Source: an optimization exercise on an open RTL-to-GDS flow (aim: small area). Production flows keep margins and buffers that such runs may drop. Function was checked by simulation only, so behaviour that the tests miss may differ from the original. No driver is modelled on the clock port, so clock power and skew are understated where the tree is cut down; a real chip needs a root buffer or a tree.

lane 1:
==> flow/design.v (excerpt) <==
module Task3(
	input [7:0] X0,
	input [7:0] X1,
	input [7:0] X2,
	input [7:0] X3,
	input [7:0] A0,
	input [7:0] A1,
	input [7:0] A2,
	input [7:0] A3,
	input clk,
	input rst,
	input enable,
	output ready,
	output valid,
	output [17:0] result
);
Size: about 230 cells after synthesis.
==> module Task3, before the edit <==
module Task3(
	input [7:0] X0,
	input [7:0] X1,
	input [7:0] X2,
	input [7:0] X3,
	input [7:0] A0,
	input [7:0] A1,
	input [7:0] A2,
	input [7:0] A3,
	input clk,
	input rst,
	input enable,
	output ready,
	output valid,
	output [17:0] result
);
reg rdy, vld;
reg [2:0] c;
reg [7:0] a0, a1, a2, a3;
reg [7:0] xs0, xs1, xs2, xs3;
reg [9:0] h;
assign ready = rdy;
assign valid = vld;
wire first = (c == 3'd0);
wire prelast = (c == 3'd6);
wire last = (c == 3'd7);
always @(posedge clk) begin
	if (rst) begin
		rdy <= 1'b1;
		vld <= 1'b0;
	end else begin
		rdy <= rdy ? ~enable : last;
		vld <= ~rdy & last;
	end
	c <= rdy ? 3'd0 : c + 3'd1;
end
wire [9:0] nhin = first ? 10'h1ff : h;
wire b0 = xs0[0], b1 = xs1[0], b2 = xs2[0], b3 = xs3[0];
wire [7:0] npp0 = {a0[7] & b0, ~(a0[6:0] & {7{b0}})};
wire [7:0] npp1 = {a1[7] & b1, ~(a1[6:0] & {7{b1}})};
wire [7:0] npp2 = {a2[7] & b2, ~(a2[6:0] & {7{b2}})};
wire [7:0] npp3 = {a3[7] & b3, ~(a3[6:0] & {7{b3}})};
wire s1;
wire c2;
wire s3;
wire c4;
wire s5;
wire c6;
wire s7;
wire c8;
wire s9;
wire c10;
wire s11;
wire c12;
wire s13;
wire c14;
wire s15;
wire c16;
wire s17;
wire c18;
wire s19;
wire c20;
wire s21;
wire c22;
wire s23;
wire c24;
wire s25;
wire c26;
wire s27;
wire c28;
wire s29;
wire c30;
wire s31;
wire c32;
wire s33;
wire c34;
wire s35;
wire c36;
wire s37;
wire c38;
wire s39;
wire c40;
wire s41;
wire c42;
wire s43;
wire c44;
wire s45;
wire c46;
wire s47;
wire c48;
wire s49;
wire c50;
wire s51;
wire c52;
wire s53;
wire c54;
wire s55;
wire c56;
wire s57;
wire c58;
wire s59;
wire c60;
wire s61;
wire c62;
wire s63;
wire c64;
wire [10:0] ns;    
assign s1 = nhin[0] ^ npp0[0] ^ npp1[0];
assign c2 = (nhin[0] & npp0[0]) | (nhin[0] & npp1[0]) | (npp0[0] & npp1[0]);
assign s3 = npp2[0] ^ npp3[0] ^ s1;
assign c4 = (npp2[0] & npp3[0]) | (npp2[0] & s1) | (npp3[0] & s1);
assign s5 = nhin[1] ^ npp0[1] ^ npp1[1];
assign c6 = (nhin[1] & npp0[1]) | (nhin[1] & npp1[1]) | (npp0[1] & npp1[1]);
assign s7 = npp2[1] ^ npp3[1] ^ c2;
assign c8 = (npp2[1] & npp3[1]) | (npp2[1] & c2) | (npp3[1] & c2);
assign s9 = s5 ^ c4 ^ s7;
assign c10 = (s5 & c4) | (s5 & s7) | (c4 & s7);
assign s11 = nhin[2] ^ npp0[2] ^ npp1[2];
assign c12 = (nhin[2] & npp0[2]) | (nhin[2] & npp1[2]) | (npp0[2] & npp1[2]);
assign s13 = npp2[2] ^ npp3[2] ^ c6;
assign c14 = (npp2[2] & npp3[2]) | (npp2[2] & c6) | (npp3[2] & c6);
assign s15 = s11 ^ c8 ^ s13;
assign c16 = (s11 & c8) | (s11 & s13) | (c8 & s13);
assign s17 = ~(c10 ^ s15);
assign c18 = c10 | s15;
assign s19 = nhin[3] ^ npp0[3] ^ npp1[3];
assign c20 = (nhin[3] & npp0[3]) | (nhin[3] & npp1[3]) | (npp0[3] & npp1[3]);
assign s21 = npp2[3] ^ npp3[3] ^ c12;
assign c22 = (npp2[3] & npp3[3]) | (npp2[3] & c12) | (npp3[3] & c12);
assign s23 = s19 ^ c14 ^ s21;
assign c24 = (s19 & c14) | (s19 & s21) | (c14 & s21);
assign s25 = c16 ^ s23 ^ c18;
assign c26 = (c16 & s23) | (c16 & c18) | (s23 & c18);
assign s27 = nhin[4] ^ npp0[4] ^ npp1[4];
assign c28 = (nhin[4] & npp0[4]) | (nhin[4] & npp1[4]) | (npp0[4] & npp1[4]);
assign s29 = npp2[4] ^ npp3[4] ^ c20;
assign c30 = (npp2[4] & npp3[4]) | (npp2[4] & c20) | (npp3[4] & c20);
assign s31 = s27 ^ c22 ^ s29;
assign c32 = (s27 & c22) | (s27 & s29) | (c22 & s29);
assign s33 = c24 ^ s31 ^ c26;
assign c34 = (c24 & s31) | (c24 & c26) | (s31 & c26);
assign s35 = nhin[5] ^ npp0[5] ^ npp1[5];
assign c36 = (nhin[5] & npp0[5]) | (nhin[5] & npp1[5]) | (npp0[5] & npp1[5]);
assign s37 = npp2[5] ^ npp3[5] ^ c28;
assign c38 = (npp2[5] & npp3[5]) | (npp2[5] & c28) | (npp3[5] & c28);
assign s39 = s35 ^ c30 ^ s37;
assign c40 = (s35 & c30) | (s35 & s37) | (c30 & s37);
assign s41 = c32 ^ s39 ^ c34;
assign c42 = (c32 & s39) | (c32 & c34) | (s39 & c34);
assign s43 = nhin[6] ^ npp0[6] ^ npp1[6];
assign c44 = (nhin[6] & npp0[6]) | (nhin[6] & npp1[6]) | (npp0[6] & npp1[6]);
assign s45 = npp2[6] ^ npp3[6] ^ c36;
assign c46 = (npp2[6] & npp3[6]) | (npp2[6] & c36) | (npp3[6] & c36);
assign s47 = s43 ^ c38 ^ s45;
assign c48 = (s43 & c38) | (s43 & s45) | (c38 & s45);
assign s49 = c40 ^ s47 ^ c42;
assign c50 = (c40 & s47) | (c40 & c42) | (s47 & c42);
assign s51 = nhin[7] ^ npp0[7] ^ npp1[7];
assign c52 = (nhin[7] & npp0[7]) | (nhin[7] & npp1[7]) | (npp0[7] & npp1[7]);
assign s53 = npp2[7] ^ npp3[7] ^ c44;
assign c54 = (npp2[7] & npp3[7]) | (npp2[7] & c44) | (npp3[7] & c44);
assign s55 = s51 ^ c46 ^ s53;
assign c56 = (s51 & c46) | (s51 & s53) | (c46 & s53);
assign s57 = c48 ^ s55 ^ c50;
assign c58 = (c48 & s55) | (c48 & c50) | (s55 & c50);
assign s59 = nhin[8] ^ c52 ^ c54;
assign c60 = (nhin[8] & c52) | (nhin[8] & c54) | (c52 & c54);
assign s61 = c56 ^ s59 ^ c58;
assign c62 = (c56 & s59) | (c56 & c58) | (s59 & c58);
assign s63 = nhin[9] ^ c60 ^ c62;
assign c64 = (nhin[9] & c60) | (nhin[9] & c62) | (c60 & c62);
assign ns = {c64, s63, s61, s57, s49, s41, s33, s25, s17, s9, s3};
wire [9:0] hnext = ns[10:1] ^ {prelast | last, {9{prelast}}};
wire rbit = ns[0] ^ ~last;
always @(posedge clk) begin
	if (rdy) begin
		a0 <= A0; a1 <= A1; a2 <= A2; a3 <= A3;
		xs0 <= X0; xs1 <= X1; xs2 <= X2; xs3 <= X3;
	end else begin
		xs0 <= {rbit, xs0[7:1]};
		xs1 <= {X1[7], xs1[7:1]};
		xs2 <= {X2[7], xs2[7:1]};
		xs3 <= {X3[7], xs3[7:1]};
	end
	h <= hnext;
end
assign result = {h, xs0};
endmodule
clock: 8.0 ns
lec_check: 0
abc_area: 1
cap_margin: 20
core_margin: 2
core_utilization: 60
slew_margin: 20
standard.sh (not shown) runs the stock make flow with config.mk's settings and CLKGATE_MAP_FILE= SYNTH_SCRIPT=/design/flow/synth_recipe.tcl, a recipe that flattens the netlist after the stock synthesis.
==> flow/flow/run.sh <==
#!/bin/bash
# The standard layout with these changes:
# - the port buffers are the smallest buffer cell instead of the delay cell
#   buffer_ports picks by itself;
# - Yosys's synth skips its early "abc -fast";
# - after the standard synthesis, flow/netopt.py removes the inverters that
#   extract_fa leaves around the full adders (it flips full adders and some
#   two-input gates to inverted logic instead) and sizes gates that synthesis
#   sized up back to size 1; flip-flops are untouched;
# - after CTS, flow/clocktree.tcl replaces the clock tree by one level of
#   CLKTREE_NBUF buffers, each driving one group of nearby flip-flops.
set -euo pipefail
export BUFFER_PORTS_ARGS="-buffer_cell sky130_fd_sc_hd__buf_1"
export SYNTH_ARGS="-noabc"
export POST_CTS_TCL=$PWD/flow/clocktree.tcl
export CLKTREE_NBUF=${CLKTREE_NBUF:-4}
export CLKTREE_CELL=${CLKTREE_CELL:-sky130_fd_sc_hd__clkbuf_8}
R=orfs/results/$FLOW_PLATFORM/Task3/base
bash standard.sh synth > synth.log 2>&1
cp $R/1_2_yosys.v yosys_standard.v
python3 flow/netopt.py yosys_standard.v $R/1_2_yosys.v --downsize > netopt.log 2>&1
touch $R/1_2_yosys.v
bash standard.sh finish > finish.log 2>&1
Other scripts of this flow, unchanged in this note and not shown: flow/flow/clocktree.tcl, flow/flow/netopt.py
The following lists how lane 2 was set up differently from lane 1:
diff --git a/flow/design.v b/flow/design.v
--- a/flow/design.v
+++ b/flow/design.v
@@ -16,13 +16,13 @@
 );
 reg rdy, vld;
 reg [2:0] c;
 reg [7:0] a0, a1, a2, a3;
-reg [7:0] xs0, xs1, xs2, xs3;
+reg [7:1] xs0, xs1, xs2, xs3;
+reg rb;
 reg [9:0] h;
 assign ready = rdy;
 assign valid = vld;
-wire first = (c == 3'd0);
 wire prelast = (c == 3'd6);
 wire last = (c == 3'd7);
 always @(posedge clk) begin
 	if (rst) begin
@@ -31,16 +31,23 @@
 	end else begin
 		rdy <= rdy ? ~enable : last;
 		vld <= ~rdy & last;
 	end
-	c <= rdy ? 3'd0 : c + 3'd1;
+	c <= (rdy | rst) ? 3'd1 : c + 3'd1;
 end
-wire [9:0] nhin = first ? 10'h1ff : h;
-wire b0 = xs0[0], b1 = xs1[0], b2 = xs2[0], b3 = xs3[0];
-wire [7:0] npp0 = {a0[7] & b0, ~(a0[6:0] & {7{b0}})};
-wire [7:0] npp1 = {a1[7] & b1, ~(a1[6:0] & {7{b1}})};
-wire [7:0] npp2 = {a2[7] & b2, ~(a2[6:0] & {7{b2}})};
-wire [7:0] npp3 = {a3[7] & b3, ~(a3[6:0] & {7{b3}})};
+wire [7:0] ma0 = rdy ? A0 : a1;
+wire [7:0] ma1 = rdy ? A1 : a2;
+wire [7:0] ma2 = rdy ? A2 : a3;
+wire [7:0] ma3 = rdy ? A3 : a0;
+wire b0 = rdy ? X0[0] : xs1[1];
+wire b1 = rdy ? X1[0] : xs2[1];
+wire b2 = rdy ? X2[0] : xs3[1];
+wire b3 = rdy ? X3[0] : xs0[1];
+wire [9:0] nhin = rdy ? 10'h1ff : h;
+wire [7:0] npp0 = {ma0[7] & b0, ~(ma0[6:0] & {7{b0}})};
+wire [7:0] npp1 = {ma1[7] & b1, ~(ma1[6:0] & {7{b1}})};
+wire [7:0] npp2 = {ma2[7] & b2, ~(ma2[6:0] & {7{b2}})};
+wire [7:0] npp3 = {ma3[7] & b3, ~(ma3[6:0] & {7{b3}})};
 wire s1;
 wire c2;
 wire s3;
 wire c4;
@@ -172,17 +179,18 @@
 assign ns = {c64, s63, s61, s57, s49, s41, s33, s25, s17, s9, s3};
 wire [9:0] hnext = ns[10:1] ^ {prelast | last, {9{prelast}}};
 wire rbit = ns[0] ^ ~last;
 always @(posedge clk) begin
+	a0 <= ma0; a1 <= ma1; a2 <= ma2; a3 <= ma3;
 	if (rdy) begin
-		a0 <= A0; a1 <= A1; a2 <= A2; a3 <= A3;
-		xs0 <= X0; xs1 <= X1; xs2 <= X2; xs3 <= X3;
+		xs0 <= X0[7:1]; xs1 <= X1[7:1]; xs2 <= X2[7:1]; xs3 <= X3[7:1];
 	end else begin
-		xs0 <= {rbit, xs0[7:1]};
-		xs1 <= {X1[7], xs1[7:1]};
-		xs2 <= {X2[7], xs2[7:1]};
-		xs3 <= {X3[7], xs3[7:1]};
+		xs0 <= {rb, xs1[7:2]};
+		xs1 <= {X1[7], xs2[7:2]};
+		xs2 <= {X2[7], xs3[7:2]};
+		xs3 <= {X3[7], xs0[7:2]};
 	end
+	rb <= rbit;
 	h <= hnext;
 end
-assign result = {h, xs0};
+assign result = {h, rb, xs0[7], xs3[6], xs2[5], xs1[4], xs0[3], xs3[2], xs2[1]};
 endmodule
Results
Between lane 2 and lane 1, the global-route usage is lower for lane 2.
Lane 2 vs. lane 1: die area shows an increase of 11%; total length of routed wires climbed about 13%; met2 layer wire length in the routed design shows an increase of 140 um; number of sequential cells in the layout shows a reduction of about 4%; post-route non-filler standard cell count +142.
In every run of this note, the design's own scripts or RTL, not TritonCTS, make the clock network.

## what the ideal ports hide
The flow's constraints put no driver on any port. The routed layouts listed below were extracted and timed again, unchanged, in two steps.
Step 1, drivers: a clkbuf_16 drives clk and a buf_2 each remaining input, both assumed.
Step 2 moves the port delays by t, midway between the first and last clock arrival at a register: inputs arrive t later, outputs are due t later. That takes back most of the time a late clock gives input paths.
a / b / c = no drivers / after step 1 / after step 2; a / b = the first two.
| run | t (ns) | setup WS [ns] | worst setup path after step 2 | clock arrival spread, ns | worst register clock-pin slew, ns |
|---|---|---|---|---|---|
| lane 1 | 0.223 | 2.090 / 2.090 / 2.090 | register to register | 0.010 / 0.010 | 0.12 / 0.12 |
| lane 2 | 0.223 | 1.532 / 1.561 / 1.338 | input to register | 0.015 / 0.015 | 0.12 / 0.12 |
After both steps setup and hold are still met in every run listed. The setup slack of lane 2, which loses most, moves by +0.029 ns with the drivers and by -0.194 ns with both steps.
